Optimization exercise on an open flow, not production practice.
RTL: at most simulated, not proved equivalent.
Power: default activity.

==> flow/design.v <==
module useless_boxes(input  logic       clk,
                     input  logic       reset,
                     input  logic [9:0] switch,
                     output logic [9:0] PWM);
	logic [14:0] count;
	always_ff @(posedge clk)
		if (reset || count == 15'd20000) count <= 15'd0;
		else count <= count + 15'd1;
	logic lt3200, lt1500;
	assign lt3200 = count < 15'd3200;
	assign lt1500 = count < 15'd1500;
	logic frame0;
	assign frame0 = reset || count == 15'd20000;
	logic [5:0] rq, rf;
	logic [4:0] rs;
	logic [4:0] kq, kf;
	logic [5:0] ks;
	logic goq, gos, gof;
	assign goq = count[11:0] >= 12'd2496;   
	assign gos = count[11:0] >= 12'd1728;   
	assign gof = count[11:0] >= 12'd1984;   
	always_ff @(posedge clk)
		if (frame0) begin
			rq <= 6'd14;   
			rs <= 5'd9;    
			rf <= 6'd19;   
			kq <= 5'd20;
			ks <= 6'd50;
			kf <= 5'd20;
		end else begin
			rq <= (rq == 6'd0) ? 6'd34 : rq - 6'd1;
			rs <= (rs == 5'd0) ? 5'd28 : rs - 5'd1;
			rf <= (rf == 6'd0) ? 6'd59 : rf - 6'd1;
			if (rq == 6'd0 && goq) kq <= kq - 5'd1;
			if (rs == 5'd0 && gos) ks <= ks - 6'd1;
			if (rf == 6'd0 && gof) kf <= kf - 5'd1;
		end
	genvar i;
	generate
		for (i = 0; i < 10; i = i + 1) begin : box_gen_loop
			useless_box box(.clk(clk), .reset(reset), .sw(switch[i]),
			                .lt3200(lt3200), .lt1500(lt1500),
			                .kq(kq), .ks(ks), .kf(kf), .PWM(PWM[i]));
		end
	endgenerate
endmodule
module useless_box(input  logic       clk,
                   input  logic       reset,
                   input  logic       sw,
                   input  logic       lt3200,
                   input  logic       lt1500,
                   input  logic [4:0] kq, kf,
                   input  logic [5:0] ks,
                   output logic       PWM);
	logic w, h;
	always_ff @(posedge clk) begin
		w <= !reset && !w && !h && sw;
		h <= !reset && (w || (h && sw));
	end
	logic [2:0] s;
	always_ff @(posedge clk)
		if (reset) s <= 3'd1;
		else if (w) s <= {s[1:0], s[2] ^ s[1]};
	localparam logic [16:0] CLR = 17'h00204;
	localparam logic [16:0] INV = 17'h0AAAA;
	logic [16:0] r, q, qn;
	logic z, step;
	assign q = r ^ INV;
	assign z = (q[15:0] == 16'd0);
	assign step = z & !q[16];
	assign qn = {q[15:0], q[16] ^ q[13] ^ z};
	always_ff @(posedge clk)
		if (reset || w) r <= CLR ^ INV;
		else r <= qn ^ INV;
	logic [5:0] n;
	logic sat;
	assign sat = n[5] & n[4] & n[2];   
	always_ff @(posedge clk)
		if (reset || w) n <= 6'd0;
		else if (step && !sat) n <= n + 6'd1;
	logic [5:0] k;
	assign k = s[1] ? (s[0] ? {1'b0, kf} : ks) : {1'b0, kq};
	logic [6:0] c;
	assign c[0] = 1'b0;
	genvar j;
	generate
		for (j = 0; j < 6; j = j + 1) begin : cmp
			assign c[j+1] = (n[j] & !k[j]) | (n[j] & c[j]) | (!k[j] & c[j]);
		end
	endgenerate
	logic act;
	assign act = sw & !w;
	always_ff @(posedge clk)
		PWM <= lt3200 & (!act | lt1500 | !c[6]);
endmodule
==> flow/flow/run.sh <==
#!/bin/bash
# Layout: the standard flow (standard.sh) with two changes:
#  - synthesis maps logic with an area-oriented ABC script (area_synth.tcl);
#  - clock tree synthesis inserts no dummy loads.
set -uo pipefail
work=$(pwd)
bash standard.sh \
  "SYNTH_SCRIPT=$work/flow/area_synth.tcl" \
  "CTS_ARGS=-sink_clustering_enable -repair_clock_nets -dont_use_dummy_load -buf_list sky130_fd_sc_hd__clkbuf_4 -sink_clustering_size 10 -sink_clustering_max_diameter 50" \
  finish > standard.log 2>&1
==> flow/flow/area.abc <==
strash
&get -n
&fraig -x
&put
scorr
dc2
strash
&get -n
&dch -f
&nf -R 1000
&put
strash
dc2
&get -n
&dch -f
&nf -R 1000
&put
topo
stime -c
==> flow/flow/area_synth.tcl <==
# The standard synthesis (synth_recipe.tcl, sourced unchanged), except
# that ABC maps the logic with the area-oriented script area.abc beside
# this file. Registers, their names and cell types are not affected: ABC
# only remaps the combinational logic between them.
set area_abc [file join [file dirname [file normalize [info script]]] area.abc]
proc abc {args} {
  global area_abc
  set i [lsearch -exact $args -script]
  if {$i >= 0} {
    set args [lreplace $args $i [expr {$i + 1}] -script $area_abc]
  }
  yosys abc {*}$args
}
source [file join [file dirname [file dirname $area_abc]] synth_recipe.tcl]
==> flow/standard.sh <==
#!/bin/bash
# synth_recipe.tcl (not shown) runs the flow's synth.tcl, then flattens the netlist and writes it again
# the make line also repeats each setting of config.mk as NAME=value (left out here)
make -C /OpenROAD-flow-scripts/flow DESIGN_CONFIG=/design/flow/config.mk WORK_HOME=/design/flow/orfs CLKGATE_MAP_FILE= SYNTH_SCRIPT=/design/flow/synth_recipe.tcl "${@:-finish}"
==> flow/config.mk <==
export PLATFORM = sky130hd
export DESIGN_NAME = useless_boxes
export DESIGN_NICKNAME = useless_boxes
export VERILOG_FILES = /design/flow/design.v
export SDC_FILE = /design/flow/constraint.sdc
export NUM_CORES = 4
export LEC_CHECK = 0
export CAP_MARGIN = 20
export CORE_MARGIN = 2
export CORE_UTILIZATION = 40
export PLACE_DENSITY = 0.6
export SLEW_MARGIN = 20
==> flow/constraint.sdc <==
create_clock -name core_clock -period 10.0 [get_ports {clk}]
set_input_delay 2.0000 -clock core_clock [delete_from_list [all_inputs] [get_ports {clk}]]
set_output_delay 2.0000 -clock core_clock [all_outputs]
set_load 0.01 [all_outputs]
==> flow_metrics.tcl, run 1 <==
set metrics [dict create \
    status "no timing/DRC/antenna violations" \
    place_area_um2 13100 \
    cts_root_buf "clkbuf_4" \
    antenna_found_initial 1 \
    cts_max_level 2 \
    synth_top_area_share_pct 54.3 \
    place_hpwl_um 17400 \
    rows 64 \
    cts_buffers 42 \
    grt_pass1_wl_um 45400 \
    power_density_nw_per_um2 163 \
    hold_viol_final 0 \
    synth_edf_count 0 \
    synth_area_per_cell_um2 8.89 \
    cpPeakStageDelay_ns 0.53 \
    fin_area_um2 13400 \
    synth-main-ff-cell "dfxtp_1" \
    reg2reg_depth 9 \
    crit_family "buffers and inverters" \
    dp.cells 1812 \
    clockBufferDepth 3 \
    track_usage_pct 16.3 \
    p_leak_nw 4.97 \
    ctsResizeCount 0 \
    arrival_ns 1.56 \
    grt_pass1_vias 9390 \
    core_area_um2 30700 \
    path_class "reg2out" \
    ys_async_sr_fraction_pct 0 \
    crit_fanout 1 \
    p_total_mw 2.19 \
    mostFrequentLayoutCells "dfxtp_1 (338), a21oi_1 (191), nor2_1 (177), nand2_1 (149), o21ai_0 (137)" \
    fin_crit_ns 3.56 \
    mappedNetlistArea_um2 12500 \
    syn-num-nets 1433 \
    cts_setup_buffers 0 \
    overflow 0 \
    crit_buf_inv 1 \
    switching_share_pct 24.9 \
    multi_input_area_um2 5460 \
    rsz0062_at_grt "false" \
    clk_transition_reported_paths_ns 0.10 \
    tightest_slew_ns 0.988 \
    clock_sinks 338 \
    slew_viol_final 0 \
    dieArea_um2 32600 \
    wl_per_cell_um 14.1 \
    synth.largest_area_cell "dfxtp_1" \
    crit_cells 1 \
    fin_setup_tns_ns 0 \
    cp-start-kind "register" \
    cts_tree "yes" \
    setup_viol 0 \
    pwr-share-clk_pct 27.9 \
    p_int_mw 1.64 \
    layout.cells.non_filler 1855 \
    power_frac_comb_pct 6.4 \
    synthCells 1402 \
    drc 0 \
    post-route-period-util_pct 35.6 \
    vias 9881 \
    syn_to_final_growth_pct 7.76 \
    cp.required_ns 8.00 \
    holdPathStages 1 \
    finalWirelength_um 26200 \
    dr.pass1.iters 5 \
    io_pins 22 \
    slowest_stage "clkdlybuf4s50_1" \
    vias_per_cell 5.33 \
    port_buffers 21 \
    ys_seq_elements 338 \
    max-vdd-ir-drop_v 0.0000958 \
    grt_max_degree 43 \
    drive_gt1_share_pct 3.22 \
    synth.distinct_cells 44 \
    start_util_pct 40.6 \
    gp_congestion 0.776 \
    drt_iter0_drc 653 \
    fin_skew_ns 0.0607 \
    die_x_um 181 \
    maxSlewHeadroom_pct 33.7 \
    seq_area_um2 6770 \
    end_kind "output pin" \
    ys_warn_count 2 \
    clk_latency_ns 0.69 \
    ctsHoldBuffers 0 \
    nets 1491 \
    ant_nets 0 \
    switchingPower_mw 0.544 \
    power_frac_seq_pct 65.7 \
    final_common_cell "dfxtp_1" \
    fmax_mhz 281 \
    yosys-top-cells-area "dfxtp_1 (54%), a21oi_1 (7.7%), o21ai_0 (5.5%)" \
    die_h_um 181 \
    filler_cell_count 3029 \
    hold_path.class "reg2reg" \
    maxCapViolCount 0 \
    crit_chain "clkdlybuf4s50_1" \
    yosysSeqAreaShare_pct 54.3 \
]
cell families after synthesis:
family	after synthesis	share of synthesized area, %
compound gates	412	18.5
buf+inv	53	1.90
fa+ha+maj	32	2.95
flops	338	54.3
simple gates	543	20.7
mux	2	0.161
xor+xnor	22	1.55
Yosys cell counts, drive strengths merged, types with 3 or more instances:
cell,number
dfxtp,338
a21oi,191
nor2,177
nand2,149
o21ai,138
clkinv,43
nor3,43
and3,28
a22o,20
ha,19
nand3,19
nand4,19
xnor2,19
and2,18
or4,15
nor3b,14
a311oi,13
maj3,13
a31oi,12
nor4,12
buf,10
o22ai,10
or2,10
nor2b,9
nand2b,7
nand3b,7
a211oi,6
or3,6
a41oi,5
and4,4
nor4b,4
o211ai,4
a22oi,3
xor2,3
layout make-up:
class                   instances  share of cell area, %
multi-input cells            1011                   40.7
diodes                          1                 0.0186
clock buffers                  42                   2.35
inverters                      43                   1.20
repair buffers                 24                   1.70
well taps                     396                   3.69
flip-flops and latches        338                   50.4
flip-flops by register name, indices dropped and copies added, names as in the netlist:
signal and cells:
box_gen_loop.box.w 10, rs 5, box_gen_loop.box.PWM 10, box_gen_loop.box.h 10, rq 6, ks 6
count 15, kq 5, box_gen_loop.box.n 60, box_gen_loop.box.s 30, rf 6, kf 5
box_gen_loop.box.r 170
power groups by stage:
stage,Combinational [mW],Clock [mW],Sequential (mW)
after detailed placement,0.141,0,1.47
after global placement,0.138,0,1.47
after floorplan,0.107,0,1.46
after CTS,0.142,0.643,1.44
final,0.140,0.610,1.44
after global routing,0.164,0.696,1.45
path summary, 6_finish.rpt:
| check | endpoint | slack [ns] | start |
|---|---|---|---|
| worst max-delay path | PWM[4] | 6.44 | box_gen_loop[4].box.PWM |
| worst min register to register | box_gen_loop[8].box.r[11] | 0.37 | box_gen_loop[8].box.r[10] |
| worst min-delay path | box_gen_loop[8].box.r[11] | 0.37 | box_gen_loop[8].box.r[10] |
| worst max register to register | box_gen_loop[8].box.PWM | 7.25 | ks[1] |
layer usage:
| metal | routed length [um] | global-route usage [%] |
|---|---|---|
| met1 | 13200 | 22.5 |
| met2 | 11500 | 25.9 |
| met3 | 1060 | 3.21 |
| met4 | 547 | 4.94 |
| met5 | 0 | 0 |
per-stage QoR:
stage	hold WS, ns	setup slack, ns	utilization (%)
detailed placement	0.363	6.19	42.7
finish	0.370	6.44	43.8
CTS	0.379	6.38	43.8
global placement	0.357	6.24	42.7
global route	0.383	6.35	43.8
floorplan	0.352	7.07	-
worst reg2reg max path, stage by stage, from the launching register on:
cell and delay [ns]:
dfxtp_1 0.54, clkinv_1 0.30, o211ai_1 0.23, o21ai_0 0.12
maj3_1 0.36, maj3_1 0.36, maj3_1 0.36, o21ai_0 0.08
nand3_1 0.10, a31oi_1 0.20
==> run 2, diff against run 1 <==
==> flow/flow/run.sh (replaced) <==
#!/bin/bash
# Layout: the standard flow (standard.sh) with two changes:
#  - synthesis maps logic with an area-oriented ABC script (area_synth.tcl);
#  - clock tree synthesis inserts no dummy loads.
set -uo pipefail
work=$(pwd)
bash standard.sh \
  "SYNTH_SCRIPT=$work/flow/area_synth.tcl" \
  "CTS_ARGS=-sink_clustering_enable -repair_clock_nets -dont_use_dummy_load -buf_list sky130_fd_sc_hd__clkbuf_8 -sink_clustering_size 20 -sink_clustering_max_diameter 50" \
  finish > standard.log 2>&1
==> run 2 against run 1 <==
  * Still clean
  * Hold slack lost 0.0091 ns
  * Critical path depth unchanged
  * Area after synthesis stayed put
  * First-iteration DRC count is 1.4% higher
  * Clock skew grew 0.019 ns
  * Combinational power is essentially flat
  * Critical path type unchanged
  * Largest cell class unchanged
  * Highest routed layer unchanged
==> flow_metrics.tcl, run 2 <==
set metrics [dict create \
    status "no timing/DRC/antenna violations" \
    fin_crit_ns 3.44 \
    ctsHoldBuffers 0 \
    power_frac_comb_pct 6.0 \
    overflow 0 \
    arrival_ns 1.44 \
    drc 0 \
    dp.cells 1812 \
    drt_iter0_drc 662 \
    die_h_um 181 \
    layout.cells.non_filler 1847 \
    ant_nets 0 \
    core_area_um2 30700 \
    grt_pass1_wl_um 44900 \
    syn_to_final_growth_pct 9.08 \
    dp_slack_ns 6.19 \
    r2r_slack_ns 7.27 \
    power_density_nw_per_um2 170 \
    crit_buf_inv 1 \
    place_hpwl_um 17400 \
    reg2reg_to "ks[5]" \
    synth.distinct_cells 44 \
    grt_max_degree 43 \
    syn-num-nets 1433 \
    grt_pass1_vias 9253 \
    switchingPower_mw 0.551 \
    io_pins 22 \
    reg2reg_depth 9 \
    fin_skew_ns 0.0799 \
    cts_tree "yes" \
    hold_viol_final 0 \
    yosys-top-cells-area "dfxtp_1 (54%), a21oi_1 (7.7%), o21ai_0 (5.5%)" \
    power_frac_seq_pct 62.1 \
    gp_congestion 0.776 \
    die_x_um 181 \
    fin_setup_tns_ns 0 \
    post-route-period-util_pct 34.4 \
    cts_setup_buffers 0 \
    antenna_found_initial 0 \
    slowest_stage "clkdlybuf4s50_1" \
    max-vdd-ir-drop_v 0.0000919 \
    yosys-top-cells-count "dfxtp_1 (338), a21oi_1 (191), nor2_1 (177)" \
    largest-register "box_gen_loop.box.r" \
    final_common_cell "dfxtp_1" \
    largest_register_ff_count 170 \
    ctsResizeCount 0 \
    hold_path.class "reg2reg" \
    crit_family "buffers and inverters" \
    switching_share_pct 23.8 \
    vias 9800 \
    yosysSeqAreaShare_pct 54.3 \
    fmax_mhz 291 \
    clk_latency_ns 0.56 \
    yosysMostFrequentCell "dfxtp_1" \
    p_leak_nw 5.02 \
    wl_per_cell_um 14.1 \
    n_antenna_cell 0 \
    synthCells 1402 \
    pwr-share-clk_pct 31.8 \
    worst_slack_ns 6.56 \
    tightest_slew_ns 0.986 \
    mappedNetlistArea_um2 12500 \
    setup_viol 0 \
    synth_edf_count 0 \
    dr.pass1.iters 5 \
    finalWirelength_um 26100 \
    p_int_mw 1.76 \
    ys_warn_count 2 \
    synth.largest_area_cell "dfxtp_1" \
    dieArea_um2 32600 \
    cp.required_ns 8.00 \
    rows 64 \
    synth_top_area_share_pct 54.3 \
    mostFrequentLayoutCells "dfxtp_1 (338), a21oi_1 (191), nor2_1 (177), nand2_1 (149), o21ai_0 (137)" \
    clock_sinks 338 \
    ys_seq_elements 338 \
    cp-start-kind "register" \
    crit_fanout 1 \
    ys_async_sr_fraction_pct 0 \
    drive_gt1_share_pct 2.76 \
    maxSlewHeadroom_pct 33.8 \
    synth_area_per_cell_um2 8.89 \
    largest_registers "box_gen_loop.box.r (170), box_gen_loop.box.n (60), box_gen_loop.box.s (30)" \
    clockBufferDepth 3 \
    holdWs_ns 0.361 \
    crit_cells 1 \
    path_class "reg2out" \
    synth-main-ff-cell "dfxtp_1" \
    crit_end "PWM[3]" \
    cts_root_buf "clkbuf_8" \
    fin_area_um2 13600 \
    track_usage_pct 16.0 \
    clk_transition_reported_paths_ns 0.11 \
    start_util_pct 40.6 \
    end_kind "output pin" \
    port_buffers 21 \
    cts_buffers 35 \
    maxCapViolCount 0 \
    nets 1484 \
    crit_chain "clkdlybuf4s50_1" \
    startpoint "box_gen_loop[3].box.PWM" \
    place_area_um2 13100 \
    crit-reg2reg-launch "rs[0]" \
    rsz0062_at_grt "false" \
    cpPeakStageDelay_ns 0.53 \
    cts_max_level 2 \
    vias_per_cell 5.31 \
    slew_viol_final 0 \
]
## run 2: area by class of cell
cell class / instances / area [um2]
well taps: 396 / 495
fillers: 2995 / 17100
inverters: 43 / 161
clock buffers: 35 / 482
repair buffers: 24 / 228
flip-flops and latches: 338 / 6770
multi-input cells: 1011 / 5460
## run 2: worst register-to-register path: stages, from the launching register on
cell,delay (ns)
dfxtp_1,0.33
clkinv_1,0.05
ha_1,0.16
nand2b_1,0.10
or3_1,0.37
nor3_1,0.64
nor4b_1,0.51
nand2b_1,0.12
or3_1,0.32
nand3_1,0.08
## run 2: how the worst min path moves through the flow
| stage | startpoint | slack (ns) | depth (start not counted) | to |
|---|---|---|---|---|
| after detailed placement | box_gen_loop[3].box.r[14] | 0.36 | 1 | box_gen_loop[3].box.r[15] |
| after CTS | box_gen_loop[7].box.r[1] | 0.36 | 1 | box_gen_loop[7].box.r[2] |
| after global placement | box_gen_loop[1].box.r[14] | 0.36 | 1 | box_gen_loop[1].box.r[15] |
| after global routing | box_gen_loop[7].box.r[1] | 0.38 | 1 | box_gen_loop[7].box.r[2] |
| after floorplan | box_gen_loop[0].box.r[14] | 0.35 | 1 | box_gen_loop[0].box.r[15] |
| final | box_gen_loop[7].box.r[1] | 0.36 | 1 | box_gen_loop[7].box.r[2] |
## run 2: cell families after synthesis
group / synth area share [%]
multiplexers: 0.161
XOR/XNOR: 1.55
AND/OR/NAND/NOR: 20.7
buffers and inverters: 1.90
AO/OA/AOI/OAI: 18.5
adder cells (fa/ha/maj): 2.95
flip-flops: 54.3
## run 2: through the flow
step,total power [mW],util (%)
floorplan,1.56,-
global placement,1.61,42.7
detailed placement,1.61,42.7
CTS,2.35,44.3
global route,2.43,44.3
finish,2.31,44.3
## run 2: power groups by stage
stage               registers (mW)  clock network, mW  logic (mW)
finish                        1.44              0.736       0.140
global route                  1.45              0.815       0.164
CTS                           1.44              0.766       0.142
detailed placement            1.47                  0       0.141
global placement              1.47                  0       0.138
floorplan                     1.46                  0       0.107
## run 2: routing by layer
metal | wire, um | track usage, % | vias up
met5 | 0 | 0 | -
met4 | 442 | 4.10 | 0
met3 | 925 | 2.73 | 40
met2 | 11600 | 25.8 | 128
met1 | 13100 | 22.4 | 4532
li1 | - | - | 5100
==> run 3, diff against run 2 <==
==> flow/flow/run.sh (replaced) <==
#!/bin/bash
# Layout: the standard flow (standard.sh) with two changes:
#  - synthesis maps logic with an area-oriented ABC script (area_synth.tcl);
#  - clock tree synthesis inserts no dummy loads.
set -uo pipefail
work=$(pwd)
bash standard.sh \
  "SYNTH_SCRIPT=$work/flow/area_synth.tcl" \
  "CTS_ARGS=-sink_clustering_enable -repair_clock_nets -dont_use_dummy_load -buf_list sky130_fd_sc_hd__clkbuf_8 -sink_clustering_size 25 -sink_clustering_max_diameter 100" \
  finish > standard.log 2>&1
--- a/flow/flow/area_synth.tcl
+++ b/flow/flow/area_synth.tcl
@@ -12,3 +12,3 @@
   yosys abc {*}$args
 }
-source [file join [file dirname [file dirname $area_abc]] synth_recipe.tcl]
+source [file join [pwd] synth_recipe.tcl]
==> run 3 against run 2 <==
  * The run now fails in synthesis
==> flow_metrics.tcl, run 3 <==
set metrics [dict create \
    tool.error "ERROR: TCL interpreter returned an error: couldn't read file \"/OpenROAD-flow-scripts/flow/synth_recipe.tcl\": no such file or directory" \
    ys_warn_count 2 \
    status "aborted with a tool error" \
    lastStage "synthesis" \
]
==> run 4, diff against run 3 <==
--- a/flow/design.v
+++ b/flow/design.v
@@ -3,26 +3,32 @@
                      input  logic [9:0] switch,
                      output logic [9:0] PWM);
-	logic [14:0] count;
+	logic [8:0] fa;
+	logic [5:0] fb;
+	logic frame0;
+	assign frame0 = reset || (fa == 9'd333 && fb == 6'd20);   
 	always_ff @(posedge clk)
-		if (reset || count == 15'd20000) count <= 15'd0;
-		else count <= count + 15'd1;
+		if (frame0) begin
+			fa <= 9'd0;
+			fb <= 6'd0;
+		end else if (fb == 6'd59) begin
+			fa <= fa + 9'd1;
+			fb <= 6'd0;
+		end else
+			fb <= fb + 6'd1;
 	logic lt3200, lt1500;
-	assign lt3200 = count < 15'd3200;
-	assign lt1500 = count < 15'd1500;
-	logic frame0;
-	assign frame0 = reset || count == 15'd20000;
-	logic [5:0] rq, rf;
+	assign lt3200 = fa < 9'd53 || (fa == 9'd53 && fb < 6'd20);   
+	assign lt1500 = fa < 9'd25;                                  
+	logic [5:0] rq;
 	logic [4:0] rs;
 	logic [4:0] kq, kf;
 	logic [5:0] ks;
 	logic goq, gos, gof;
-	assign goq = count[11:0] >= 12'd2496;   
-	assign gos = count[11:0] >= 12'd1728;   
-	assign gof = count[11:0] >= 12'd1984;   
+	assign goq = fa > 9'd41 || (fa == 9'd41 && fb > 6'd4);   
+	assign gos = fa >= 9'd29;                               
+	assign gof = fa >= 9'd33;                               
 	always_ff @(posedge clk)
 		if (frame0) begin
 			rq <= 6'd14;   
 			rs <= 5'd9;    
-			rf <= 6'd19;   
 			kq <= 5'd20;
 			ks <= 6'd50;
@@ -31,8 +37,7 @@
 			rq <= (rq == 6'd0) ? 6'd34 : rq - 6'd1;
 			rs <= (rs == 5'd0) ? 5'd28 : rs - 5'd1;
-			rf <= (rf == 6'd0) ? 6'd59 : rf - 6'd1;
 			if (rq == 6'd0 && goq) kq <= kq - 5'd1;
 			if (rs == 5'd0 && gos) ks <= ks - 6'd1;
-			if (rf == 6'd0 && gof) kf <= kf - 5'd1;
+			if (fb == 6'd19 && gof) kf <= kf - 5'd1;   
 		end
 	genvar i;
@@ -80,5 +85,5 @@
 		else if (step && !sat) n <= n + 6'd1;
 	logic [5:0] k;
-	assign k = s[1] ? (s[0] ? {1'b0, kf} : ks) : {1'b0, kq};
+	assign k = ({6{!s[1]}} & {1'b0, kq}) | ({6{s[1] & !s[0]}} & ks) | ({6{s[1] & s[0]}} & {1'b0, kf});
 	logic [6:0] c;
 	assign c[0] = 1'b0;
==> flow/flow/run.sh (replaced) <==
#!/bin/bash
# Layout: the standard flow (standard.sh) with two changes:
#  - synthesis maps logic with an area-oriented ABC script (area_synth.tcl);
#  - clock tree synthesis inserts no dummy loads.
set -uo pipefail
work=$(pwd)
bash standard.sh \
  "SYNTH_SCRIPT=$work/flow/area_synth.tcl" \
  "CTS_ARGS=-sink_clustering_enable -repair_clock_nets -dont_use_dummy_load -buf_list sky130_fd_sc_hd__clkbuf_4 -sink_clustering_size 12 -sink_clustering_max_diameter 40" \
  finish > standard.log 2>&1
==> flow/flow/area.abc (replaced) <==
strash
&get -n
&fraig -x
&put
scorr
dc2
strash
balance
rewrite
refactor
balance
rewrite
rewrite -z
balance
refactor -z
rewrite -z
balance
&get -n
&dch -f
&nf -R 1000 -a
&put
strash
balance
rewrite
refactor
balance
rewrite
rewrite -z
balance
refactor -z
rewrite -z
balance
&get -n
&dch -f
&nf -R 1000 -a
&put
topo
stime -c
--- a/flow/flow/area_synth.tcl
+++ b/flow/flow/area_synth.tcl
@@ -12,3 +12,3 @@
   yosys abc {*}$args
 }
-source [file join [pwd] synth_recipe.tcl]
+source [file join [file dirname [file dirname $area_abc]] synth_recipe.tcl]
==> run 4 against run 3 <==
  * Now clean on timing, DRC and antenna
==> flow_metrics.tcl, run 4 <==
set metrics [dict create \
    yosysSeqAreaShare_pct 55.6 \
    ys_async_sr_fraction_pct 0 \
    holdPathStages 1 \
    synth-main-ff-cell "dfxtp_1" \
    crit_fanout 1 \
    place_hpwl_um 16300 \
    synth_edf_count 0 \
    fin_area_um2 12900 \
    antenna_found_initial 1 \
    path_class "reg2out" \
    synthCells 1275 \
    vias 9448 \
    end_kind "output pin" \
    reg2reg_depth 10 \
    maxCapViolCount 0 \
    gp_congestion 0.769 \
    cp-start-kind "register" \
    cts_buffers 44 \
    clk_transition_reported_paths_ns 0.11 \
    vias_per_cell 5.48 \
    syn-num-nets 1306 \
    drt_iter0_drc 627 \
    crit_chain "clkdlybuf4s50_1" \
    grt_pass1_wl_um 43300 \
    slowest_stage "clkdlybuf4s50_1" \
    fmax_mhz 280 \
    cts_setup_buffers 0 \
    mappedNetlistArea_um2 12000 \
    clk_latency_ns 0.69 \
    p_total_mw 2.15 \
    mostFrequentLayoutCells "dfxtp_1 (332), nor2_1 (180), nand2_1 (122), a21oi_1 (118), o21ai_0 (91)" \
    dieArea_um2 31300 \
    rsz0062_at_grt "false" \
    synth.largest_area_cell "dfxtp_1" \
    clockBufferDepth 3 \
    die_x_um 177 \
    syn_to_final_growth_pct 8.21 \
    largest_register_ff_count 170 \
    start_util_pct 40.4 \
    wl_per_cell_um 14.9 \
    grt_max_degree 63 \
    ctsHoldBuffers 0 \
    nets 1367 \
    drc 0 \
    p_leak_nw 4.63 \
    dr.pass1.iters 6 \
    cts_max_level 2 \
    largest_registers "box_gen_loop.box.r (170), box_gen_loop.box.n (60), box_gen_loop.box.s (30)" \
    ys_warn_count 2 \
    yosysMostFrequentCell "dfxtp_1" \
    yosys-top-cells-area "dfxtp_1 (56%), nor2_1 (5.7%), a21oi_1 (4.9%)" \
    power_density_nw_per_um2 167 \
    io_pins 22 \
    synth_area_per_cell_um2 9.37 \
    final_common_cell "dfxtp_1" \
    max-vdd-ir-drop_v 0.0000761 \
    grt_pass1_vias 8984 \
    cts_tree "yes" \
    cts_root_buf "clkbuf_4" \
    track_usage_pct 16.6 \
    clock_sinks 332 \
    yosys-top-cells-count "dfxtp_1 (332), nor2_1 (180), nand2_1 (122)" \
    ys_seq_elements 332 \
    core_area_um2 29600 \
    hold_path.class "reg2reg" \
    fin_crit_ns 3.58 \
    ctsResizeCount 0 \
    rows 63 \
    die_h_um 177 \
    drive_gt1_share_pct 3.67 \
    port_buffers 21 \
    synth_top_area_share_pct 55.6 \
    holdWs_ns 0.333 \
    fin_setup_tns_ns 0 \
    arrival_ns 1.58 \
    status "no timing/DRC/antenna violations" \
    reg2reg_to "kq[4]" \
    crit_buf_inv 1 \
    synth.distinct_cells 47 \
    r2r_slack_ns 7.53 \
    largest-register "box_gen_loop.box.r" \
    cp.required_ns 8.00 \
    slew_viol_final 0 \
    setup_viol 0 \
    ant_nets 0 \
    hp-start "box_gen_loop[2].box.r[4]" \
    post-route-period-util_pct 35.8 \
    maxSlewHeadroom_pct 44.6 \
    fin_skew_ns 0.101 \
    crit-reg2reg-launch "rq[1]" \
    overflow 0 \
    crit_family "buffers and inverters" \
    cpPeakStageDelay_ns 0.53 \
    finalWirelength_um 25700 \
    place_area_um2 12600 \
    hold_viol_final 0 \
    tightest_slew_ns 0.825 \
    min_to "box_gen_loop[2].box.r[5]" \
]
[run 4: logic make-up (layout without fill, tap and decap cells)]
group	count (synthesis)	in the layout	share of synthesized area, %
AOI/OAI and AO/OA	366	366	19.6
xor gates and xnor gates	22	22	1.61
adders and majority gates	20	20	2.07
buffers and inverters	58	117	2.14
DFF	332	332	55.6
muxes	10	10	0.837
other	0	1	0
and+or+nand+nor	467	467	18.1
[run 4: cell type report]
type | count | area (um2)
fill | 2944 | 16600
sequential | 332 | 6650
multi-input combinational | 885 | 5050
tap | 390 | 488
clock buffer | 44 | 330
timing repair buffer | 25 | 235
inverter | 48 | 180
antenna | 1 | 2.50
[run 4: metrics by stage]
stage,utilization (%),setup slack (ns),instances
2_1_floorplan,-,6.91,1275
3_3_place_gp,42.6,6.30,1680
3_5_place_dp,42.6,6.26,1680
4_1_cts,43.7,6.36,1724
5_1_grt,43.8,6.33,1725
6_report,43.8,6.42,1725
[run 4: worst max path at each step]
| stage | slack, ns | depth (start not counted) | start | end |
|---|---|---|---|---|
| after floorplan | 6.91 | 3 | reset | fb[3] |
| after global placement | 6.30 | 5 | reset | fa[4] |
| after detailed placement | 6.26 | 5 | reset | fa[4] |
| after CTS | 6.36 | 1 | box_gen_loop[9].box.PWM | PWM[9] |
| after global routing | 6.33 | 1 | box_gen_loop[9].box.PWM | PWM[9] |
| final | 6.42 | 1 | box_gen_loop[9].box.PWM | PWM[9] |
[run 4: power breakdown]
group	internal (mW)	switching, mW
registers	1.37	0.0367
logic	0.0568	0.0808
clock network	0.202	0.410
[run 4: per-layer routing]
layer | up-vias | part of all wire [%] | GRT usage (%)
met3 | 48 | 5.3 | 2.86
met2 | 205 | 45 | 27.6
met4 | 0 | 2.2 | 5.44
met5 | - | 0 | 0
li1 | 4815 | - | -
met1 | 4380 | 48 | 22.0
==> run 5, diff against run 4 <==
==> flow/flow/run.sh (replaced) <==
#!/bin/bash
# Layout: the standard flow (standard.sh) with two changes:
#  - synthesis maps logic with an area-oriented ABC script (area_synth.tcl);
#  - clock tree synthesis inserts no dummy loads.
set -uo pipefail
work=$(pwd)
bash standard.sh \
  "SYNTH_SCRIPT=$work/flow/area_synth.tcl" \
  "CTS_ARGS=-sink_clustering_enable -repair_clock_nets -dont_use_dummy_load -buf_list sky130_fd_sc_hd__clkbuf_8 -sink_clustering_size 16 -sink_clustering_max_diameter 60" \
  finish > standard.log 2>&1
==> flow/flow/area.abc (replaced) <==
strash
&get -n
&fraig -x
&put
scorr
dc2
strash
&get -n
&dch -f
&nf -R 1000
&put
strash
dc2
&get -n
&dch -f
&nf -R 1000
&put
topo
stime -c
==> run 5 against run 4 <==
  * Clock skew shrank 0.061 ns
  * Combinational power decreased by 4%
  * Sequential cell count did not move
  * Total power increased by 2.4%
  * Via count rose by 1.5%
  * Routed wire length grew 0.87%
  * Die area grew 0.65%
  * Sequential power is essentially flat
  * Core utilization up 0.40 points
  * Hold slack improved by 0.018 ns
  * Critical path depth did not move
  * Largest cell class unchanged
==> flow_metrics.tcl, run 5 <==
set metrics [dict create \
    status "no timing/DRC/antenna violations" \
    arrival_ns 1.46 \
    worst_slack_ns 6.54 \
    track_usage_pct 16.5 \
    fin_setup_tns_ns 0 \
    fin_crit_ns 3.46 \
    drc 0 \
    ctsHoldBuffers 0 \
    gp_congestion 0.771 \
    slew_viol_final 0 \
    hold_path.class "reg2reg" \
    hold_viol_final 0 \
    crit_family "buffers and inverters" \
    slowest_stage "clkdlybuf4s50_1" \
    ys_async_sr_fraction_pct 0 \
    drive_gt1_share_pct 2.52 \
    cts_buffers 30 \
    grt_pass1_vias 8865 \
    cp-start-kind "register" \
    synth_compound_area_share_pct 16.4 \
    fmax_mhz 289 \
    maxCapViolCount 0 \
    die_h_um 177 \
    rsz0062_at_grt "false" \
    mappedNetlistArea_um2 12000 \
    clk_latency_ns 0.59 \
    place_hpwl_um 17000 \
    overflow 0 \
    vias_per_cell 5.52 \
    post-route-period-util_pct 34.6 \
    clockBufferDepth 3 \
    setup_viol 0 \
    cts_max_level 1 \
    reg2reg_to "box_gen_loop[7].box.PWM" \
    power_density_nw_per_um2 168 \
    maxSlewHeadroom_pct 40.6 \
    nets 1382 \
    yosys-top-cells-count "dfxtp_1 (332), nor2_1 (193), nand2_1 (149)" \
    synth_top_area_share_pct 55.2 \
    synth_area_per_cell_um2 9.21 \
    drt_iter0_drc 799 \
    yosysMostFrequentCell "dfxtp_1" \
    reg2reg_depth 10 \
    largest-register "box_gen_loop.box.r" \
    crit_chain "clkdlybuf4s50_1" \
    ant_nets 0 \
    min_to "box_gen_loop[7].box.r[15]" \
    crit-reg2reg-launch "kq[0]" \
    syn_to_final_growth_pct 8.76 \
    holdPathStages 1 \
    grt_max_degree 46 \
    max-vdd-ir-drop_v 0.000105 \
    crit_buf_inv 1 \
    synth.distinct_cells 45 \
    dieArea_um2 31500 \
    p_leak_nw 4.72 \
    clk_transition_reported_paths_ns 0.10 \
    final_common_cell "dfxtp_1" \
    synth-simple-area-share_pct 22.4 \
    path_class "reg2out" \
    fin_skew_ns 0.0396 \
    largest_register_ff_count 170 \
    cts_root_buf "clkbuf_8" \
    wl_per_cell_um 14.9 \
    antenna_found_initial 0 \
    yosys-top-cells-area "dfxtp_1 (55%), nor2_1 (6.0%), a21oi_1 (4.7%)" \
    synth_top_family_by_area "simple AND/OR/NAND/NOR gates" \
    crit_fanout 1 \
    tightest_slew_ns 0.892 \
    synth_edf_count 0 \
    r2r_slack_ns 6.86 \
    yosys.area_share.adder_pct 2.72 \
    ys_warn_count 2 \
    syn-num-nets 1337 \
    synth_mux_area_share_pct 0.0832 \
    synth.largest_area_cell "dfxtp_1" \
    ctsResizeCount 0 \
    die_x_um 177 \
    yosysSeqAreaShare_pct 55.2 \
    n_antenna_cell 0 \
    core_area_um2 29600 \
    mostFrequentLayoutCells "dfxtp_1 (332), nor2_1 (193), nand2_1 (149), a21oi_1 (114), o21ai_0 (80)" \
    synth-main-ff-cell "dfxtp_1" \
    rows 63 \
    cts_setup_buffers 0 \
    ys_seq_elements 332 \
    end_kind "output pin" \
    vias 9592 \
    dr.pass1.iters 10 \
    p_total_mw 2.20 \
    largest_registers "box_gen_loop.box.r (170), box_gen_loop.box.n (60), box_gen_loop.box.s (30)" \
    grt_pass1_wl_um 43300 \
    cpPeakStageDelay_ns 0.54 \
    dp_slack_ns 6.19 \
    io_pins 22 \
    hp-start "box_gen_loop[7].box.r[14]" \
    cp.required_ns 8.00 \
    holdWs_ns 0.350 \
    synthCells 1306 \
    finalWirelength_um 26000 \
    start_util_pct 40.6 \
    clock_sinks 332 \
    port_buffers 21 \
    synthXorXnorAreaFrac_pct 1.60 \
    cts_tree "yes" \
]
-- run 5: through the flow --
| stage | utilization, % | area (um2) | instances |
|---|---|---|---|
| floorplan | - | 12000 | 1306 |
| global placement | 42.7 | 12700 | 1709 |
| detailed placement | 42.7 | 12700 | 1709 |
| CTS | 44.1 | 13100 | 1739 |
| global route | 44.2 | 13100 | 1739 |
| finish | 44.2 | 13100 | 1739 |
-- run 5: layout make-up --
class	count	area, um2
well taps	390	488
repair buffers	23	220
clock buffers	30	413
flip-flops and latches	332	6650
multi-input cells	932	5200
inverters	32	120
fillers	2949	16600
-- run 5: how the worst max path moves through the flow --
stage	start	end	slack [ns]	cells past startpoint
floorplan	reset	fb[2]	7.06	3
detailed placement	reset	fb[3]	6.19	5
global placement	reset	fb[2]	6.15	5
finish	box_gen_loop[6].box.PWM	PWM[6]	6.54	1
global route	box_gen_loop[9].box.PWM	PWM[9]	6.46	1
CTS	box_gen_loop[9].box.PWM	PWM[9]	6.48	1
-- run 5: report_power, final --
group / switching, mW / internal (mW) / leakage [nW]
Combinational: 0.0792 / 0.0525 / 1.79
Clock: 0.408 / 0.266 / 0.216
Sequential: 0.0334 / 1.37 / 2.71
-- run 5: logic make-up after synthesis --
logic type	Yosys count
buf+inv	42
simple gates	572
fa+ha+maj	28
xor+xnor	22
flops	332
compound gates	309
mux	1
-- run 5: per-layer routing --
metal	global-route usage [%]	routed length [um]	up-vias	share of wire, %
met5	0	0	-	0
met1	22.6	12300	4524	47
met3	2.51	1310	54	5.1
li1	-	-	4826	-
met2	26.9	11600	188	45
met4	4.92	748	0	2.9
==> run 6, diff against run 5 <==
--- a/flow/design.v
+++ b/flow/design.v
@@ -3,28 +3,28 @@
                      input  logic [9:0] switch,
                      output logic [9:0] PWM);
-	logic [8:0] fa;
+	logic signed [9:0] fa;
 	logic [5:0] fb;
 	logic frame0;
-	assign frame0 = reset || (fa == 9'd333 && fb == 6'd20);   
+	assign frame0 = reset || (fa == -10'sd281 && fb == 6'd0);   
 	always_ff @(posedge clk)
 		if (frame0) begin
-			fa <= 9'd0;
-			fb <= 6'd0;
+			fa <= 10'sd53;   
+			fb <= 6'd40;
 		end else if (fb == 6'd59) begin
-			fa <= fa + 9'd1;
+			fa <= fa - 10'sd1;
 			fb <= 6'd0;
 		end else
 			fb <= fb + 6'd1;
 	logic lt3200, lt1500;
-	assign lt3200 = fa < 9'd53 || (fa == 9'd53 && fb < 6'd20);   
-	assign lt1500 = fa < 9'd25;                                  
+	assign lt3200 = !fa[9];
+	assign lt1500 = fa > 10'sd28 || (fa == 10'sd28 && fb < 6'd40);
 	logic [5:0] rq;
 	logic [4:0] rs;
 	logic [4:0] kq, kf;
 	logic [5:0] ks;
-	logic goq, gos, gof;
-	assign goq = fa > 9'd41 || (fa == 9'd41 && fb > 6'd4);   
-	assign gos = fa >= 9'd29;                               
-	assign gof = fa >= 9'd33;                               
+	logic goq, gos;
+	assign kf = (fa[4:0] > 5'd20) ? 5'd20 : fa[4:0];   
+	assign goq = fa < 10'sd12;                               
+	assign gos = fa < 10'sd24 || (fa == 10'sd24 && fb > 6'd20);   
 	always_ff @(posedge clk)
 		if (frame0) begin
@@ -33,5 +33,4 @@
 			kq <= 5'd20;
 			ks <= 6'd50;
-			kf <= 5'd20;
 		end else begin
 			rq <= (rq == 6'd0) ? 6'd34 : rq - 6'd1;
@@ -39,5 +38,4 @@
 			if (rq == 6'd0 && goq) kq <= kq - 5'd1;
 			if (rs == 5'd0 && gos) ks <= ks - 6'd1;
-			if (fb == 6'd19 && gof) kf <= kf - 5'd1;   
 		end
 	genvar i;
==> flow/flow/run.sh (replaced) <==
#!/bin/bash
set -uo pipefail
work=$(pwd)
bash standard.sh \
  "SYNTH_SCRIPT=$work/flow/area_synth.tcl" \
  "CTS_ARGS=-sink_clustering_enable -repair_clock_nets -dont_use_dummy_load -buf_list sky130_fd_sc_hd__clkbuf_4 -sink_clustering_size 10 -sink_clustering_max_diameter 50" \
  finish > standard.log 2>&1
==> flow/flow/area.abc (replaced) <==
strash
&get -n
&fraig -x
&put
scorr
dc2
strash
balance
rewrite
refactor
balance
rewrite
rewrite -z
balance
refactor -z
rewrite -z
balance
&get -n
&dch -f
&nf -R 1000 -a
&put
strash
balance
rewrite
refactor
balance
rewrite
rewrite -z
balance
refactor -z
rewrite -z
balance
&get -n
&dch -f
&nf -R 1000 -a
&put
topo
stime -c
--- a/flow/config.mk
+++ b/flow/config.mk
@@ -8,5 +8,5 @@
 export CAP_MARGIN = 20
 export CORE_MARGIN = 2
-export CORE_UTILIZATION = 40
-export PLACE_DENSITY = 0.6
+export CORE_UTILIZATION = 65
+export PLACE_DENSITY = 0.8
 export SLEW_MARGIN = 20
==> run 6 against run 5 <==
  * Clock skew grew 0.014 ns
  * Die area shrank 38%
  * Highest routed layer unchanged
  * Still clean on timing, DRC and antenna
  * First-iteration DRC count grew 3.9%
==> flow_metrics.tcl, run 6 <==
set metrics [dict create \
    status "no timing/DRC/antenna violations" \
    synth_compound_area_share_pct 18.0 \
    layout.cells.non_filler 1603 \
    track_usage_pct 24.9 \
    nets 1406 \
    drive_gt1_share_pct 2.99 \
    gp_congestion 0.794 \
    crit_family "buffers and inverters" \
    die_x_um 139 \
    fin_skew_ns 0.0539 \
    crit_chain "clkdlybuf4s50_1" \
    yosysMostFrequentCell "dfxtp_1" \
    end_kind "output pin" \
    drc 0 \
    maxCapViolCount 0 \
    crit_fanout 1 \
    fmax_mhz 284 \
    holdWs_ns 0.364 \
    holdPathStages 1 \
    reg2reg_depth 8 \
    mostFrequentLayoutCells "dfxtp_1 (328), nor2_1 (187), nand2_1 (149), a21oi_1 (147), o21ai_0 (86)" \
    syn_to_final_growth_pct 6.04 \
    vias_per_cell 6.03 \
    multi_input_area_um2 5100 \
    hold_path.class "reg2reg" \
    place_area_um2 12300 \
    fin_area_um2 12600 \
    port_buffers 21 \
    largest-register "box_gen_loop.box.r" \
    cts_buffers 38 \
    cts_setup_buffers 0 \
    die_h_um 139 \
    cpPeakStageDelay_ns 0.53 \
    setup_viol 0 \
    synthCells 1322 \
    synth_top_family_by_area "simple AND/OR/NAND/NOR gates" \
    dr.pass1.iters 7 \
    yosysSeqAreaShare_pct 55.1 \
    cp.required_ns 8.00 \
    overflow 0 \
    max-vdd-ir-drop_v 0.000115 \
    synth.largest_area_cell "dfxtp_1" \
    seq_area_um2 6570 \
    largest_register_ff_count 170 \
    path_class "reg2out" \
    ctsHoldBuffers 0 \
    io_pins 22 \
    r2r_slack_ns 6.96 \
    finalWirelength_um 24300 \
    start_util_pct 66.3 \
    vias 9662 \
    power_density_nw_per_um2 165 \
    maxSlewHeadroom_pct 20.8 \
    clk_transition_reported_paths_ns 0.11 \
    tightest_slew_ns 1.19 \
    synth_edf_count 0 \
    yosys-top-cells-count "dfxtp_1 (328), nor2_1 (187), nand2_1 (149)" \
    synth_mux_area_share_pct 0.840 \
    syn-num-nets 1353 \
    arrival_ns 1.52 \
    yosys-top-cells-area "dfxtp_1 (55%), a21oi_1 (6.2%), nor2_1 (5.9%)" \
    synth.distinct_cells 42 \
    synth_top_area_share_pct 55.1 \
    clock_sinks 328 \
    ys_warn_count 2 \
    slew_viol_final 0 \
    synth_area_per_cell_um2 9.01 \
    grt_max_degree 63 \
    core_area_um2 18000 \
    drt_iter0_drc 830 \
    ant_nets 0 \
    reg2reg_to "box_gen_loop[7].box.PWM" \
    largest_registers "box_gen_loop.box.r (170), box_gen_loop.box.n (60), box_gen_loop.box.s (30)" \
    min_to "box_gen_loop[8].box.r[1]" \
    synth-main-ff-cell "dfxtp_1" \
    slowest_stage "clkdlybuf4s50_1" \
    ctsResizeCount 0 \
    cts_root_buf "clkbuf_4" \
    yosys.area_share.adder_pct 2.16 \
    dp_slack_ns 6.38 \
    post-route-period-util_pct 35.2 \
    crit-reg2reg-launch "fa[4]" \
    fin_setup_tns_ns 0 \
    rows 49 \
    crit_buf_inv 1 \
    ys_seq_elements 328 \
    hold_viol_final 0 \
    cts_tree "yes" \
    p_total_mw 2.09 \
    place_hpwl_um 15700 \
    clockBufferDepth 3 \
    final_common_cell "dfxtp_1" \
    cp-start-kind "register" \
    mappedNetlistArea_um2 11900 \
    wl_per_cell_um 15.2 \
    ys_async_sr_fraction_pct 0 \
    grt_pass1_wl_um 41000 \
    rsz0062_at_grt "false" \
    synthXorXnorAreaFrac_pct 1.54 \
    finish.utilization_pct 70.3 \
    cts_max_level 2 \
    dp.cells 1564 \
    hp-start "box_gen_loop[8].box.r[0]" \
    synth-simple-area-share_pct 20.2 \
    grt_pass1_vias 8918 \
    antenna_found_initial 1 \
    fin_crit_ns 3.52 \
    dieArea_um2 19400 \
    filler_cell_count 1469 \
    clk_latency_ns 0.65 \
    worst_slack_ns 6.48 \
    p_leak_nw 4.68 \
]
[run 6: layout make-up]
cell class / instances / area share (%)
Sequential cell: 328 / 52.0
Antenna cell: 1 / 0.0198
Inverter: 47 / 1.40
Multi-Input combinational cell: 937 / 40.3
Clock buffer: 38 / 2.26
Timing Repair Buffer: 23 / 1.74
Tap cell: 229 / 2.27
[run 6: cells by family after synthesis]
logic type               count (synthesis)
adder cells (fa/ha/maj)                 21
AND/OR/NAND/NOR                        527
flip-flops                             328
XOR/XNOR                                21
AO/OA/AOI/OAI                          358
multiplexers                            10
buffers and inverters                   57
[run 6: report_power, final]
group	total, mW	internal (mW)	leakage, nW	switching, mW
sequential	1.39	1.35	2.68	0.0409
combinational	0.135	0.0555	1.83	0.0795
clock	0.563	0.176	0.175	0.387
total	2.09	1.58	4.68	0.508
[run 6: metal layers]
layer / up-vias / part of all wire, % / routed length [um] / track usage [%]
met5: - / 0 / 0 / 0
met4: 0 / 2.7 / 666 / 9.36
met3: 69 / 5.7 / 1380 / 5.16
met2: 261 / 45 / 11100 / 39.8
met1: 4450 / 46 / 11200 / 33.5
li1: 4882 / - / - / -
[run 6: worst max path at each step]
stage / from / endpoint / slack, ns / cells after the start
final: box_gen_loop[0].box.PWM / PWM[0] / 6.48 / 1
after global routing: box_gen_loop[2].box.PWM / PWM[2] / 6.42 / 1
after CTS: box_gen_loop[0].box.PWM / PWM[0] / 6.43 / 1
after detailed placement: reset / rq[4] / 6.38 / 4
after global placement: reset / fb[2] / 6.40 / 6
after floorplan: reset / fa[7] / 7.03 / 3
==> run 7, diff against run 6 <==
--- a/flow/config.mk
+++ b/flow/config.mk
@@ -8,5 +8,5 @@
 export CAP_MARGIN = 20
 export CORE_MARGIN = 2
-export CORE_UTILIZATION = 65
-export PLACE_DENSITY = 0.8
+export CORE_UTILIZATION = 40
+export PLACE_DENSITY = 0.6
 export SLEW_MARGIN = 20
==> run 7 against run 6 <==
  * Synthesized cell count stayed put
  * Hold slack better by 0.020 ns
  * Sequential cell count stayed put
  * Global-route usage is 8.3 points lower
  * Critical path depth stayed put
  * Critical endpoint is now PWM[3]
  * Count of clock-buffer cells in the layout is 1 higher
  * Critical path type unchanged
  * First-iteration DRC count is 14% lower
  * Still clean on timing, DRC and antenna
  * Non-clock buffer count is 1 higher
==> flow_metrics.tcl, run 7 <==
set metrics [dict create \
    grt_pass1_vias 9007 \
    crit_fanout 1 \
    max-vdd-ir-drop_v 0.0000928 \
    clk_transition_reported_paths_ns 0.10 \
    cts_tree "yes" \
    largest_registers "box_gen_loop.box.r (170), box_gen_loop.box.n (60), box_gen_loop.box.s (30)" \
    fmax_mhz 284 \
    cts_root_buf "clkbuf_4" \
    rows 63 \
    power_frac_seq_pct 66.1 \
    die_h_um 177 \
    track_usage_pct 16.5 \
    hold_path.class "reg2reg" \
    start_util_pct 40.4 \
    cp.required_ns 8.00 \
    p_leak_nw 4.69 \
    r2r_slack_ns 6.89 \
    rsz0062_at_grt "false" \
    syn-num-nets 1353 \
    pwr-share-clk_pct 27.5 \
    multi_input_area_um2 5100 \
    switchingPower_mw 0.518 \
    ant_nets 0 \
    fin_crit_ns 3.52 \
    mostFrequentLayoutCells "dfxtp_1 (328), nor2_1 (187), nand2_1 (149), a21oi_1 (147), o21ai_0 (86)" \
    cpPeakStageDelay_ns 0.53 \
    finish.utilization_pct 43.6 \
    mappedNetlistArea_um2 11900 \
    ys_async_sr_fraction_pct 0 \
    tightest_slew_ns 1.13 \
    slew_viol_final 0 \
    min_to "box_gen_loop[8].box.r[13]" \
    wl_per_cell_um 14.4 \
    drive_gt1_share_pct 3.13 \
    synth_area_per_cell_um2 9.01 \
    die_x_um 177 \
    maxCapViolCount 0 \
    power_frac_comb_pct 6.4 \
    synth.largest_area_cell "dfxtp_1" \
    largest-register "box_gen_loop.box.r" \
    gp_congestion 0.775 \
    synth-main-ff-cell "dfxtp_1" \
    setup_viol 0 \
    nets 1408 \
    core_area_um2 29500 \
    ys_warn_count 2 \
    grt_pass1_wl_um 42900 \
    cts_max_level 2 \
    switching_share_pct 24.6 \
    synth_top_area_share_pct 55.1 \
    crit_buf_inv 1 \
    arrival_ns 1.52 \
    yosysMostFrequentCell "dfxtp_1" \
    ctsResizeCount 0 \
    filler_cell_count 2940 \
    reg2reg_to "box_gen_loop[7].box.PWM" \
    hold_viol_final 0 \
    dr.pass1.iters 7 \
    vias_per_cell 5.37 \
    cp-start-kind "register" \
    antenna_found_initial 1 \
    hp-start "box_gen_loop[8].box.r[12]" \
    final_common_cell "dfxtp_1" \
    place_hpwl_um 16300 \
    crit_chain "clkdlybuf4s50_1" \
    path_class "reg2out" \
    drc 0 \
    p_int_mw 1.59 \
    power_density_nw_per_um2 164 \
    clk_latency_ns 0.66 \
    status "no timing/DRC/antenna violations" \
    synthCells 1322 \
    cts_setup_buffers 0 \
    fin_skew_ns 0.0480 \
    crit_family "buffers and inverters" \
    reg2reg_depth 8 \
    dieArea_um2 31200 \
    maxSlewHeadroom_pct 24.7 \
    cts_buffers 39 \
    yosysSeqAreaShare_pct 55.1 \
    post-route-period-util_pct 35.2 \
    slowest_stage "clkdlybuf4s50_1" \
    ctsHoldBuffers 0 \
    fin_setup_tns_ns 0 \
    syn_to_final_growth_pct 7.85 \
    vias 9489 \
    holdPathStages 1 \
    ys_seq_elements 328 \
    yosys-top-cells-area "dfxtp_1 (55%), a21oi_1 (6.2%), nor2_1 (5.9%)" \
    finalWirelength_um 25400 \
    largest_register_ff_count 170 \
    port_buffers 21 \
    drt_iter0_drc 717 \
    overflow 0 \
    end_kind "output pin" \
    synth_edf_count 0 \
    seq_area_um2 6570 \
    clock_sinks 328 \
    synth.distinct_cells 42 \
    io_pins 22 \
    grt_max_degree 63 \
    crit-reg2reg-launch "fa[4]" \
    holdWs_ns 0.384 \
    yosys-top-cells-count "dfxtp_1 (328), nor2_1 (187), nand2_1 (149)" \
    clockBufferDepth 3 \
]
run 7: cell counts after synthesis:
Identical to the previous run, type by type.
run 7: power groups by stage:
stage          sequential [mW]  combinational [mW]  clock [mW]
5_1_grt                   1.40               0.157       0.659
3_5_place_dp              1.42               0.136           0
6_report                  1.39               0.135       0.579
2_1_floorplan             1.41               0.103           0
3_3_place_gp              1.42               0.133           0
4_1_cts                   1.39               0.136       0.613
run 7: area by class of cell:
class                   instances  share of cell area, %
repair buffers                 24                   1.77
diodes                          1                 0.0195
clock buffers                  39                   2.28
multi-input cells             937                   39.7
flip-flops and latches        328                   51.1
well taps                     390                   3.80
inverters                      47                   1.37
run 7: metal layers:
| layer | part of all wire (%) | wire (um) | track usage [%] |
|---|---|---|---|
| met4 | 2.5 | 638 | 5.68 |
| met2 | 44 | 11200 | 26.7 |
| met3 | 4.6 | 1160 | 3.10 |
| met1 | 49 | 12400 | 22.2 |
| met5 | 0 | 0 | 0 |
run 7: per-stage QoR:
step                      worst slack, ns  instance area (um2)  power [mW]  std cells
after floorplan                      7.03                11900        1.51       1322
after global placement               6.35                12600        1.55       1726
after detailed placement             6.33                12600        1.56       1726
after CTS                            6.40                12800        2.14       1765
after global routing                 6.38                12900        2.22       1766
final                                6.48                12900        2.11       1766
run 7: worst max path at each step:
| stage | from | depth (start not counted) | end | slack (ns) |
|---|---|---|---|---|
| floorplan | reset | 3 | fa[7] | 7.03 |
| global placement | reset | 5 | box_gen_loop[0].box.n[0] | 6.35 |
| detailed placement | reset | 5 | box_gen_loop[3].box.n[0] | 6.33 |
| CTS | box_gen_loop[3].box.PWM | 1 | PWM[3] | 6.40 |
| global route | box_gen_loop[3].box.PWM | 1 | PWM[3] | 6.38 |
| finish | box_gen_loop[3].box.PWM | 1 | PWM[3] | 6.48 |
run 7: cells by family (layout without fill, tap and decap cells):
group           Yosys count  count (layout)  synth area share (%)
buf+inv                  57             110                  2.11
mux                      10              10                 0.840
xor+xnor                 21              21                  1.54
simple gates            527             527                  20.2
compound gates          358             358                  18.0
fa+ha+maj                21              21                  2.16
flops                   328             328                  55.1
other cells               0               1                     0
==> run 8, diff against run 7 <==
==> flow/flow/run.sh (replaced) <==
#!/bin/bash
# Layout: the standard flow (standard.sh) with these changes:
#  - synthesis is synth_recipe.tcl unchanged except that ABC maps the
#    combinational logic with the area-oriented script area.abc
#    (area_synth.tcl); registers and their names are untouched;
#  - adders are left to ABC instead of being mapped to half/full-adder
#    cells beforehand (ADDER_MAP_FILE empty);
#  - the input and output ports are buffered with buf_1 cells;
set -uo pipefail
work=$(pwd)
bash standard.sh \
  "SYNTH_SCRIPT=$work/flow/area_synth.tcl" \
  "ADDER_MAP_FILE=" \
  "BUFFER_PORTS_ARGS=-inputs -outputs -buffer_cell sky130_fd_sc_hd__buf_1" \
  "CTS_ARGS=-sink_clustering_enable -repair_clock_nets -dont_use_dummy_load -buf_list sky130_fd_sc_hd__clkbuf_4 -sink_clustering_size 10 -sink_clustering_max_diameter 50" \
  finish > standard.log 2>&1
--- a/flow/flow/area.abc
+++ b/flow/flow/area.abc
@@ -18,5 +18,5 @@
 &get -n
 &dch -f
-&nf -R 1000 -a
+&nf -R 3000 -a -E 50
 &put
 strash
@@ -33,5 +33,5 @@
 &get -n
 &dch -f
-&nf -R 1000 -a
+&nf -R 3000 -a -E 50
 &put
 topo
==> run 8 against run 7 <==
  * Still clean on timing, DRC and antenna
  * Fmax up 13%
  * Setup slack better by 0.39 ns
  * Core utilization is 0.060 points higher
  * Total power fell by 1.0%
  * First-iteration DRC count down 25%
  * Sequential cell count unchanged
  * Non-clock buffer count shrank 1
  * Global-route usage fell by 0.25 points
  * Cell count fell by 6.6%
  * Critical endpoint is now PWM[1]
  * Largest cell class unchanged
  * Highest routed layer unchanged
==> flow_metrics.tcl, run 8 <==
set metrics [dict create \
    p_int_mw 1.58 \
    hold_path.class "reg2reg" \
    gp_congestion 0.791 \
    crit_chain "buf_1" \
    core_area_um2 27900 \
    wl_per_cell_um 14.9 \
    cts_setup_buffers 0 \
    ant_nets 0 \
    place_hpwl_um 15500 \
    crit_buf_inv 1 \
    clk_latency_ns 0.66 \
    cpPeakStageDelay_ns 0.33 \
    drive_gt1_share_pct 3.38 \
    clockBufferDepth 3 \
    startpoint "box_gen_loop[1].box.PWM" \
    dp.cells 1610 \
    post-route-period-util_pct 31.3 \
    cts_tree "yes" \
    p_leak_nw 4.36 \
    finish.utilization_pct 43.7 \
    synth.distinct_cells 38 \
    grt_max_degree 64 \
    path_class "reg2out" \
    crit_fanout 1 \
    rsz0062_at_grt "false" \
    rows 61 \
    synth_top_area_share_pct 57.8 \
    yosysSeqAreaShare_pct 57.8 \
    hold_viol_final 0 \
    largest_registers "box_gen_loop.box.r (170), box_gen_loop.box.n (60), box_gen_loop.box.s (30)" \
    synth.largest_area_cell "dfxtp_1" \
    yosys-top-cells-area "dfxtp_1 (58%), nor2_1 (6.9%), nand2_1 (4.4%)" \
    setup_viol 0 \
    power_frac_comb_pct 5.7 \
    clock_sinks 328 \
    synth_area_per_cell_um2 9.33 \
    syn_to_final_growth_pct 6.95 \
    drt_iter0_drc 540 \
    r2r_slack_ns 6.87 \
    reg2reg_depth 10 \
    power_frac_seq_pct 66.3 \
    largest-register "box_gen_loop.box.r" \
    crit-reg2reg-launch "fa[4]" \
    crit_cells 1 \
    max-vdd-ir-drop_v 0.0000930 \
    reg2reg_to "box_gen_loop[8].box.PWM" \
    maxCapViolCount 0 \
    p_total_mw 2.08 \
    antenna_found_initial 1 \
    vias 8913 \
    cp.required_ns 8.00 \
    overflow 0 \
    ys_async_sr_fraction_pct 0 \
    dieArea_um2 29800 \
    cp-start-kind "register" \
    fmax_mhz 320 \
    status "no timing/DRC/antenna violations" \
    grt_use_met2_pct 25.7 \
    slowest_stage "dfxtp_1" \
    largest_register_ff_count 170 \
    synth_edf_count 0 \
    mappedNetlistArea_um2 11400 \
    place_area_um2 11900 \
    synthCells 1219 \
    fin_area_um2 12200 \
    final_common_cell "dfxtp_1" \
    synth-main-ff-cell "dfxtp_1" \
    die_x_um 173 \
    fin_skew_ns 0.0406 \
    grt_busiest_layer "met2" \
    drc 0 \
    grt_use_met3_pct 3.14 \
    yosysMostFrequentCell "dfxtp_1" \
    yosys-top-cells-count "dfxtp_1 (328), nor2_1 (209), nand2_1 (132)" \
    switchingPower_mw 0.507 \
    die_h_um 173 \
    io_pins 22 \
    ys_warn_count 2 \
    vias_per_cell 5.40 \
    cts_buffers 39 \
    track_usage_pct 16.3 \
    nets 1285 \
    clk_transition_reported_paths_ns 0.11 \
    end_kind "output pin" \
    ys_seq_elements 328 \
    mostFrequentLayoutCells "dfxtp_1 (328), nor2_1 (209), nand2_1 (132), a21oi_1 (86), o21ai_0 (65)" \
    grt_pass1_wl_um 40900 \
    tightest_slew_ns 0.907 \
    syn-num-nets 1231 \
    pwr-share-clk_pct 28.0 \
    crit_end "PWM[1]" \
    power_density_nw_per_um2 171 \
    cts_max_level 2 \
    ctsHoldBuffers 0 \
    grtUsageMet1_pct 22.3 \
    layout.cells.non_filler 1650 \
    fin_crit_ns 3.13 \
    slew_viol_final 0 \
    port_buffers 21 \
    crit_family "flip-flops" \
    cts_root_buf "clkbuf_4" \
    grt_pass1_vias 8500 \
    fin_setup_tns_ns 0 \
    ctsResizeCount 0 \
    start_util_pct 40.8 \
    finalWirelength_um 24600 \
    dr.pass1.iters 9 \
    switching_share_pct 24.4 \
    maxSlewHeadroom_pct 39.5 \
    arrival_ns 1.13 \
]
## run 8: changes by cell type in the layout (fill, tap and decap cells not counted), moves of 17 or more
cell	previous run	this run
a222oi_1	14	40
clkinv_1	47	22
ha_1	19	0
buf_1	0	20
a21oi_1	147	86
nand2_1	149	132
o21ai_0	86	65
nor2_1	187	209
clkdlybuf4s50_1	20	0
## run 8: area by class of cell
| class | count | area (um2) |
|---|---|---|
| Antenna cell | 1 | 2.50 |
| Clock buffer | 39 | 293 |
| Fill cell | 2779 | 15700 |
| Inverter | 22 | 82.6 |
| Multi-Input combinational cell | 859 | 4650 |
| Sequential cell | 328 | 6570 |
| Tap cell | 378 | 473 |
| Timing Repair Buffer | 23 | 95.1 |
## run 8: cells by family after synthesis
| kind of cell | Yosys count | synth area share [%] |
|---|---|---|
| XOR/XNOR | 21 | 1.62 |
| AND/OR/NAND/NOR | 538 | 21.4 |
| flip-flops | 328 | 57.8 |
| adder cells (fa/ha/maj) | 7 | 0.616 |
| multiplexers | 10 | 0.880 |
| AO/OA/AOI/OAI | 283 | 16.3 |
| buffers and inverters | 32 | 1.39 |
## run 8: layer usage
metal / vias to the layer above / routed length (um)
li1: 4535 / -
met1: 4129 / 11900
met2: 193 / 10600
met3: 56 / 1370
met4: 0 / 700
met5: - / 0
## run 8: worst min path at each step
stage                                    from                         to  cells past startpoint
finish               box_gen_loop[8].box.r[4]   box_gen_loop[8].box.r[5]                      1
global route        box_gen_loop[0].box.r[14]  box_gen_loop[0].box.r[15]                      1
CTS                  box_gen_loop[8].box.r[4]   box_gen_loop[8].box.r[5]                      1
detailed placement  box_gen_loop[4].box.r[14]  box_gen_loop[4].box.r[15]                      1
global placement    box_gen_loop[3].box.r[14]  box_gen_loop[3].box.r[15]                      1
floorplan           box_gen_loop[0].box.r[14]  box_gen_loop[0].box.r[15]                      1
## run 8: power by group through the flow
stage	Sequential (mW)	Combinational, mW	Clock (mW)
6_report	1.38	0.119	0.583
5_1_grt	1.39	0.138	0.661
4_1_cts	1.38	0.120	0.611
3_5_place_dp	1.41	0.120	0
3_3_place_gp	1.41	0.117	0
2_1_floorplan	1.40	0.0918	0
## run 8: through the flow
stage | hold slack, ns | setup WS (ns)
global placement | 0.362 | 6.32
CTS | 0.367 | 6.82
detailed placement | 0.366 | 6.29
floorplan | 0.358 | 6.94
finish | 0.377 | 6.87
global route | 0.398 | 6.78
==> run 9, diff against run 8 <==
--- a/flow/config.mk
+++ b/flow/config.mk
@@ -8,5 +8,5 @@
 export CAP_MARGIN = 20
 export CORE_MARGIN = 2
-export CORE_UTILIZATION = 40
-export PLACE_DENSITY = 0.6
+export CORE_UTILIZATION = 65
+export PLACE_DENSITY = 0.8
 export SLEW_MARGIN = 20
==> run 9 against run 8 <==
  * Count of clock-buffer cells in the layout stayed put
  * Clock skew grew 0.015 ns
  * Sequential share of layout area rose by 0.87 points
  * Total power decreased by 0.67%
  * Synthesized cell count stayed put
  * Via count is 1.4% higher
  * Largest cell class unchanged
  * Highest routed layer unchanged
==> flow_metrics.tcl, run 9 <==
set metrics [dict create \
    clk_latency_ns 0.66 \
    mostFrequentLayoutCells "dfxtp_1 (328), nor2_1 (209), nand2_1 (132), a21oi_1 (86), o21ai_0 (65)" \
    place_hpwl_um 14800 \
    arrival_ns 1.15 \
    cp.required_ns 8.00 \
    cts_tree "yes" \
    cts_buffers 39 \
    crit_chain "buf_1" \
    yosys-top-cells-area "dfxtp_1 (58%), nor2_1 (6.9%), nand2_1 (4.4%)" \
    wl_per_cell_um 15.4 \
    largest-register "box_gen_loop.box.r" \
    crit_family "flip-flops" \
    clock_sinks 328 \
    grt_max_degree 64 \
    place_area_um2 11700 \
    yosys-top-cells-count "dfxtp_1 (328), nor2_1 (209), nand2_1 (132)" \
    crit_fanout 1 \
    final_common_cell "dfxtp_1" \
    hold_path.class "reg2reg" \
    crit-reg2reg-launch "fa[4]" \
    die_x_um 136 \
    fin_setup_tns_ns 0 \
    cts_setup_buffers 0 \
    core_area_um2 17200 \
    dieArea_um2 18600 \
    syn_to_final_growth_pct 5.25 \
    ctsHoldBuffers 0 \
    cpPeakStageDelay_ns 0.34 \
    fin_skew_ns 0.0552 \
    fin_crit_ns 3.15 \
    synth-main-ff-cell "dfxtp_1" \
    pwr-share-clk_pct 27.4 \
    power_frac_seq_pct 66.8 \
    cts_root_buf "clkbuf_4" \
    power_density_nw_per_um2 173 \
    start_util_pct 66.2 \
    port_buffers 21 \
    synth_top_area_share_pct 57.8 \
    crit_buf_inv 1 \
    rsz0062_at_grt "false" \
    ant_nets 0 \
    clk_transition_reported_paths_ns 0.10 \
    io_pins 22 \
    yosysSeqAreaShare_pct 57.8 \
    grt_pass1_wl_um 38300 \
    maxSlewHeadroom_pct 28.2 \
    largest_register_ff_count 170 \
    fmax_mhz 317 \
    setup_viol 0 \
    switching_share_pct 23.8 \
    maxCapViolCount 0 \
    track_usage_pct 25.1 \
    dp_slack_ns 6.32 \
    synth_area_per_cell_um2 9.33 \
    dr.pass1.iters 7 \
    p_leak_nw 4.36 \
    power_frac_comb_pct 5.8 \
    ys_warn_count 2 \
    drc 0 \
    path_class "reg2out" \
    finalWirelength_um 23100 \
    yosysMostFrequentCell "dfxtp_1" \
    startpoint "box_gen_loop[5].box.PWM" \
    post-route-period-util_pct 31.5 \
    worst_slack_ns 6.85 \
    synth_edf_count 0 \
    largest_registers "box_gen_loop.box.r (170), box_gen_loop.box.n (60), box_gen_loop.box.s (30)" \
    cp-start-kind "register" \
    fin_area_um2 12000 \
    rows 48 \
    synth.largest_area_cell "dfxtp_1" \
    mappedNetlistArea_um2 11400 \
    vias 9038 \
    drt_iter0_drc 805 \
    nets 1285 \
    ys_seq_elements 328 \
    slowest_stage "dfxtp_1" \
    ctsResizeCount 0 \
    p_int_mw 1.58 \
    synthCells 1219 \
    synth.distinct_cells 38 \
    slew_viol_final 0 \
    drive_gt1_share_pct 3.30 \
    overflow 0 \
    hp-start "box_gen_loop[5].box.r[9]" \
    end_kind "output pin" \
    tightest_slew_ns 1.08 \
    cts_max_level 2 \
    status "no timing/DRC/antenna violations" \
    filler_cell_count 1368 \
    syn-num-nets 1231 \
    switchingPower_mw 0.494 \
    hold_viol_final 0 \
    vias_per_cell 6.04 \
    max-vdd-ir-drop_v 0.000136 \
    gp_congestion 0.811 \
    die_h_um 136 \
    grt_pass1_vias 8332 \
    antenna_found_initial 1 \
    clockBufferDepth 3 \
    ys_async_sr_fraction_pct 0 \
]
## run 9: layout make-up
type                       instances  area, um2  share of cell area (%)
clock buffer                      39        293                    2.45
sequential                       328       6570                    54.9
multi-input combinational        859       4650                    38.8
antenna                            1       2.50                  0.0209
tap                              225        282                    2.35
timing repair buffer              23       95.1                   0.795
inverter                          22       82.6                   0.690
## run 9: per-stage QoR
step	hold WS, ns	util (%)	total power, mW	cells
after floorplan	0.358	-	1.49	1219
after global placement	0.361	67.9	1.53	1457
after detailed placement	0.364	67.9	1.53	1457
after CTS	0.380	69.7	2.09	1496
after global routing	0.391	69.7	2.16	1497
final	0.377	69.7	2.07	1497
## run 9: cell families after synthesis
kind of cell | share of synthesized area (%)
AO/OA/AOI/OAI | 16.3
XOR/XNOR | 1.62
adder cells (fa/ha/maj) | 0.616
buffers and inverters | 1.39
flip-flops | 57.8
multiplexers | 0.880
AND/OR/NAND/NOR | 21.4
## run 9: path summary, 6_finish.rpt
kind	slack (ns)	cells past startpoint	endpoint
min	0.38	1	box_gen_loop[5].box.r[10]
max	6.85	1	PWM[5]
min reg2reg	0.38	1	box_gen_loop[5].box.r[10]
max reg2reg	6.93	10	box_gen_loop[8].box.PWM
## run 9: routing by layer
layer | global-route usage (%) | part of all wire [%]
met5 | 0 | 0
met4 | 10.2 | 2.6
met3 | 4.85 | 6.0
met2 | 40.2 | 46
met1 | 33.4 | 46
## run 9: power groups by stage
stage / combinational, mW / clock (mW) / sequential (mW)
6_report: 0.120 / 0.568 / 1.38
5_1_grt: 0.137 / 0.636 / 1.39
4_1_cts: 0.120 / 0.587 / 1.38
3_5_place_dp: 0.119 / 0 / 1.41
3_3_place_gp: 0.115 / 0 / 1.41
2_1_floorplan: 0.0918 / 0 / 1.40
